What follows belongs to an exercise in optimizing a design on an open flow for small area, a short achievable clock period and few clock cycles; a production flow would make more cautious choices. In this exercise RTL edits were held to simulation tests only and were not proved equivalent to the original. Power and IR drop assume default switching activity.

// demosaic
module demosaic(clk, reset, in_en, data_in, wr_r, addr_r, wdata_r, rdata_r, wr_g, addr_g, wdata_g, rdata_g, wr_b, addr_b, wdata_b, rdata_b, done);
export LEC_CHECK = 0
export CAP_MARGIN = 20
export CORE_MARGIN = 2
export CORE_UTILIZATION = 40
export CTS_BUF_LIST = sky130_fd_sc_hd__clkbuf_8
export SETUP_SLACK_MARGIN = 3.2
export SLEW_MARGIN = 20
create_clock -name core_clock -period 5.5 [get_ports {clk}]
standard.sh (not shown) runs the stock make flow with config.mk's settings and CLKGATE_MAP_FILE= SYNTH_SCRIPT=/design/flow/synth_recipe.tcl, a recipe that flattens the netlist after the stock synthesis.
==> flow/flow/run.sh <==
#!/bin/bash
# Standard layout, but with small port buffers instead of the delay-cell
# default that buffer_ports picks.
cp standard.sh standard_sh_copy.log
export BUFFER_PORTS_ARGS="-buffer_cell sky130_fd_sc_hd__buf_1"
bash standard.sh > standard.log 2>&1
Testbench counts at the start, summed over its fixed seeds: cycles 457,744.
Edit:
--- a/flow/config.mk
+++ b/flow/config.mk
@@ -6,8 +6,9 @@
 export NUM_CORES = 4
 export LEC_CHECK = 0
+export ABC_CLOCK_PERIOD_IN_PS = 2500
 export CAP_MARGIN = 20
 export CORE_MARGIN = 2
 export CORE_UTILIZATION = 40
 export CTS_BUF_LIST = sky130_fd_sc_hd__clkbuf_8
-export SETUP_SLACK_MARGIN = 3.2
+export SETUP_SLACK_MARGIN = 3
 export SLEW_MARGIN = 20
=> Via count falls by 1.7%. Wire length falls by 1.7%. Final area falls by 2.9%. Final cell count falls by 0.66%. Register-to-register slack got worse by 0.04 ns.
Edit:
==> flow/config.mk (replaced) <==
export PLATFORM = sky130hd
export DESIGN_NAME = demosaic
export DESIGN_NICKNAME = demosaic
export VERILOG_FILES = /design/flow/design.v
export SDC_FILE = /design/flow/constraint.sdc
export NUM_CORES = 4
export LEC_CHECK = 0
export CAP_MARGIN = 20
export CORE_MARGIN = 2
export CORE_UTILIZATION = 50
export CTS_BUF_LIST = sky130_fd_sc_hd__clkbuf_8 sky130_fd_sc_hd__clkbuf_16
export SETUP_SLACK_MARGIN = 3
export SLEW_MARGIN = 20
Effect:
- clock power rose by 27%
- worst hold slack barely changes
- sequential share of layout area goes down by 0.48 points
- first-iteration DRC count is lower by 18%
Edit:
==> flow/config.mk (replaced) <==
export PLATFORM = sky130hd
export DESIGN_NAME = demosaic
export DESIGN_NICKNAME = demosaic
export VERILOG_FILES = /design/flow/design.v
export SDC_FILE = /design/flow/constraint.sdc
export NUM_CORES = 4
export LEC_CHECK = 0
export CAP_MARGIN = 0
export CORE_MARGIN = 2
export CORE_UTILIZATION = 40
export CTS_BUF_LIST = sky130_fd_sc_hd__clkbuf_8
export SETUP_SLACK_MARGIN = 3
export SLEW_MARGIN = 0
=>
- utilization decreases by 12 points
- total power decreases by about 6.6%
- routed wire length increases by 5.2%
- design area decreases by about 1.3%
- register-to-register slack hardly moves
- critical path depth increases by 2
- sequential power is about the same
- sequential share of layout area increases by 0.48 points
- clock-buffer cell count decreases by 3
- clock skew increases by 0.0037 ns
- die area increases by 24%
Edit:
--- a/flow/config.mk
+++ b/flow/config.mk
@@ -6,8 +6,9 @@
 export NUM_CORES = 4
 export LEC_CHECK = 0
-export CAP_MARGIN = 0
+export ABC_CLOCK_PERIOD_IN_PS = 2500
+export CAP_MARGIN = 20
 export CORE_MARGIN = 2
-export CORE_UTILIZATION = 40
+export CORE_UTILIZATION = 60
 export CTS_BUF_LIST = sky130_fd_sc_hd__clkbuf_8
 export SETUP_SLACK_MARGIN = 3
-export SLEW_MARGIN = 0
+export SLEW_MARGIN = 20
=> Core utilization rose by 20 points; register-to-register slack got worse by 0.13 ns; flip-flop and latch count does not change; total power fell by 2.4%; critical path depth fell by 2; maximum frequency fell by 0.51%; wire length fell by 6.0%; final cell count fell by 7.5%; synthesized cell count stays the same; worst setup slack got worse by 0.013 ns; worst hold slack improved by 0.012 ns.

* * *

Another version of the RTL of demosaic (not shown whole).
For scale: ~980 cells after synthesis, roughly 190 flip-flops, ~110 I/O pins, ~10000 sq um of cells after synthesis.
Settings: LEC_CHECK=0, CAP_MARGIN=20, CORE_MARGIN=2, CORE_UTILIZATION=40, CTS_BUF_LIST=sky130_fd_sc_hd__clkbuf_4 sky130_fd_sc_hd__clkbuf_8, SETUP_SLACK_MARGIN=3.2, SLEW_MARGIN=20; clock period 5.5 ns.
Scripts as last shown in full above: flow/flow/run.sh
The first run finished clean.
Testbench counts at the start, summed over its fixed seeds: cycles 457,744.
Change:
CTS_BUF_LIST = sky130_fd_sc_hd__clkbuf_8   (was sky130_fd_sc_hd__clkbuf_4 sky130_fd_sc_hd__clkbuf_8)
SETUP_SLACK_MARGIN = 3.3   (was 3.2)
Result: Fmax came out lower by about 1.5%. Non-clock buffer count rose by 20. Wire length rises by 2.2%. Core utilization rose by 1.9 points. Sequential cell count is unchanged. Worst hold slack hardly moves. Count of clock-buffer cells in the layout is unchanged. Area after synthesis does not change. Total power went up by about 3%. Clock power came out higher by about 5%. Cell count is higher by about 1.4%.
Change:
SETUP_SLACK_MARGIN = 3.2   (was 3.3)
Clock-buffer cell count is lower by 1.
Worst hold slack hardly moves.
Utilization is lower by 1.9 points.
Routed wire length went down by 2.1%.
Worst setup slack improved by 36 ps.
Global-route usage is lower by 0.23 points.
Cell area is lower by 3.9%.
Total power shrinks by 3.1%.
First-iteration DRC count climbs by 2.2%.
Final cell count shrinks by 1.4%.
Non-clock buffer count came out lower by 20.
Change:
CORE_UTILIZATION = 50   (was 40)
The changed run completed with no timing, DRC or antenna violations.
Non-clock buffer count falls by 4.
Worst setup slack barely changes.
Area after synthesis is unchanged.
Combinational power is about the same.
Register-to-register slack stays flat.
First-iteration DRC count went down by 27%.
Design area drops by 1.2%.
Sequential share of layout area grows by 0.47 points.

* * *

demosaic with an RTL version that a note above also has.
Size in the first run: ~1100 cells after synthesis, roughly 190 flip-flops, about 110 I/O pins, about 10000 um^2 of cells after synthesis.
export LEC_CHECK = 0
export ABC_CLOCK_PERIOD_IN_PS = 2500
export CAP_MARGIN = 20
export CORE_MARGIN = 2
export CORE_UTILIZATION = 40
export CTS_BUF_LIST = sky130_fd_sc_hd__clkbuf_8
export CTS_CLUSTER_DIAMETER = 80
export CTS_CLUSTER_SIZE = 20
export SETUP_SLACK_MARGIN = 3
export SLEW_MARGIN = 20
create_clock -name core_clock -period 5.5 [get_ports {clk}]
Scripts as last shown in full above: flow/flow/run.sh
Testbench counts at the start, summed over its fixed seeds: cycles 457,744.
Next try:
--- a/flow/config.mk
+++ b/flow/config.mk
@@ -7,9 +7,6 @@
 export LEC_CHECK = 0
-export ABC_CLOCK_PERIOD_IN_PS = 2500
 export CAP_MARGIN = 20
 export CORE_MARGIN = 2
-export CORE_UTILIZATION = 40
+export CORE_UTILIZATION = 50
 export CTS_BUF_LIST = sky130_fd_sc_hd__clkbuf_8
-export CTS_CLUSTER_DIAMETER = 80
-export CTS_CLUSTER_SIZE = 20
 export SETUP_SLACK_MARGIN = 3
Outcome: Die area is lower by about 20%; maximum frequency hardly moves; clock skew is lower by 0.0043 ns; non-clock buffer count is lower by 4; total power is lower by about 1.7%; cell count is lower by about 4.4%; register-to-register slack gains 0.04 ns; wire length is lower by 4.7%; cell area is lower by 1.2%.
Next try:
--- a/flow/config.mk
+++ b/flow/config.mk
@@ -7,5 +7,6 @@
 export LEC_CHECK = 0
+export ABC_CLOCK_PERIOD_IN_PS = 3500
 export CAP_MARGIN = 20
 export CORE_MARGIN = 2
-export CORE_UTILIZATION = 50
+export CORE_UTILIZATION = 40
 export CTS_BUF_LIST = sky130_fd_sc_hd__clkbuf_8
Outcome:
- The new run produced a clean layout
- register-to-register slack got worse by 0.04 ns
- maximum frequency stays flat
- sequential power is about the same
- clock power climbs by a few percent
- final cell count came out higher by a few percent
- final area rose slightly
- wire length increases by a few percent
Next try:
--- a/flow/config.mk
+++ b/flow/config.mk
@@ -7,3 +7,3 @@
 export LEC_CHECK = 0
-export ABC_CLOCK_PERIOD_IN_PS = 3500
+export ABC_CLOCK_PERIOD_IN_PS = 2500
 export CAP_MARGIN = 20
@@ -12,2 +12,4 @@
 export CTS_BUF_LIST = sky130_fd_sc_hd__clkbuf_8
+export CTS_CLUSTER_DIAMETER = 150
+export CTS_CLUSTER_SIZE = 30
 export SETUP_SLACK_MARGIN = 3
After rerunning:
- The changed run completed without violations
- setup slack stays the same
- die area is unchanged
- global-route usage is unchanged
- register-to-register slack hardly moves
- cell area is unchanged
- non-clock buffer count is unchanged
- cell count stays the same
- power stays the same
- synthesized area stays the same
- routed wire length does not change
- via count is unchanged

## port drivers added, routing unchanged
How much do the figures lean on ideal ports? The routed layouts below were timed once more, with nothing changed but the port constraints. Step 1: set_driving_cell puts a clkbuf_16 on clk and a buf_2 on each other input, an assumption about the parent block. Step 2 moves the port delays by t, midway between the first and last clock arrival at a register: inputs arrive t later, outputs are due t later. That takes back most of the time a late clock gives input paths. a / b / c = no drivers / after step 1 / after step 2; a / b = the first two.
run | t, ns | slack for setup (ns) | worst setup path at the end | slew at the worst register clock pin (ns)
the first run of note 1 | 0.514 | 3.110 / 3.108 / 2.593 | input to register | 0.12 / 0.12
the second run of note 1 | 0.520 | 3.031 / 3.045 / 2.525 | input to register | 0.12 / 0.12
the third run of note 1 | 0.473 | 2.986 / 2.977 / 2.504 | input to register | 0.07 / 0.07
the fourth run of note 1 | 0.520 | 3.031 / 3.045 / 2.525 | input to register | 0.12 / 0.12
the fifth run of note 1 | 0.516 | 3.018 / 3.018 / 2.524 | input to register | 0.11 / 0.11
the first run of note 2 | 0.511 | 3.195 / 3.191 / 2.680 | input to register | 0.11 / 0.11
the second run of note 2 | 0.506 | 3.160 / 3.154 / 2.648 | input to register | 0.11 / 0.11
the third run of note 2 | 0.510 | 3.195 / 3.191 / 2.681 | input to register | 0.11 / 0.11
the fourth run of note 2 | 0.508 | 3.198 / 3.217 / 2.708 | input to register | 0.10 / 0.10
the first run of note 3 | 0.520 | 3.031 / 3.045 / 2.525 | input to register | 0.12 / 0.12
the second run of note 3 | 0.519 | 3.031 / 3.052 / 2.533 | input to register | 0.10 / 0.10
the third run of note 3 | 0.520 | 3.031 / 3.045 / 2.525 | input to register | 0.12 / 0.12
the fourth run of note 3 | 0.520 | 3.031 / 3.045 / 2.525 | input to register | 0.12 / 0.12
After both steps every run listed still meets setup and hold. The setup slack of the first run of note 1, which loses most, moves by -0.002 ns with the drivers and by -0.517 ns with both steps.
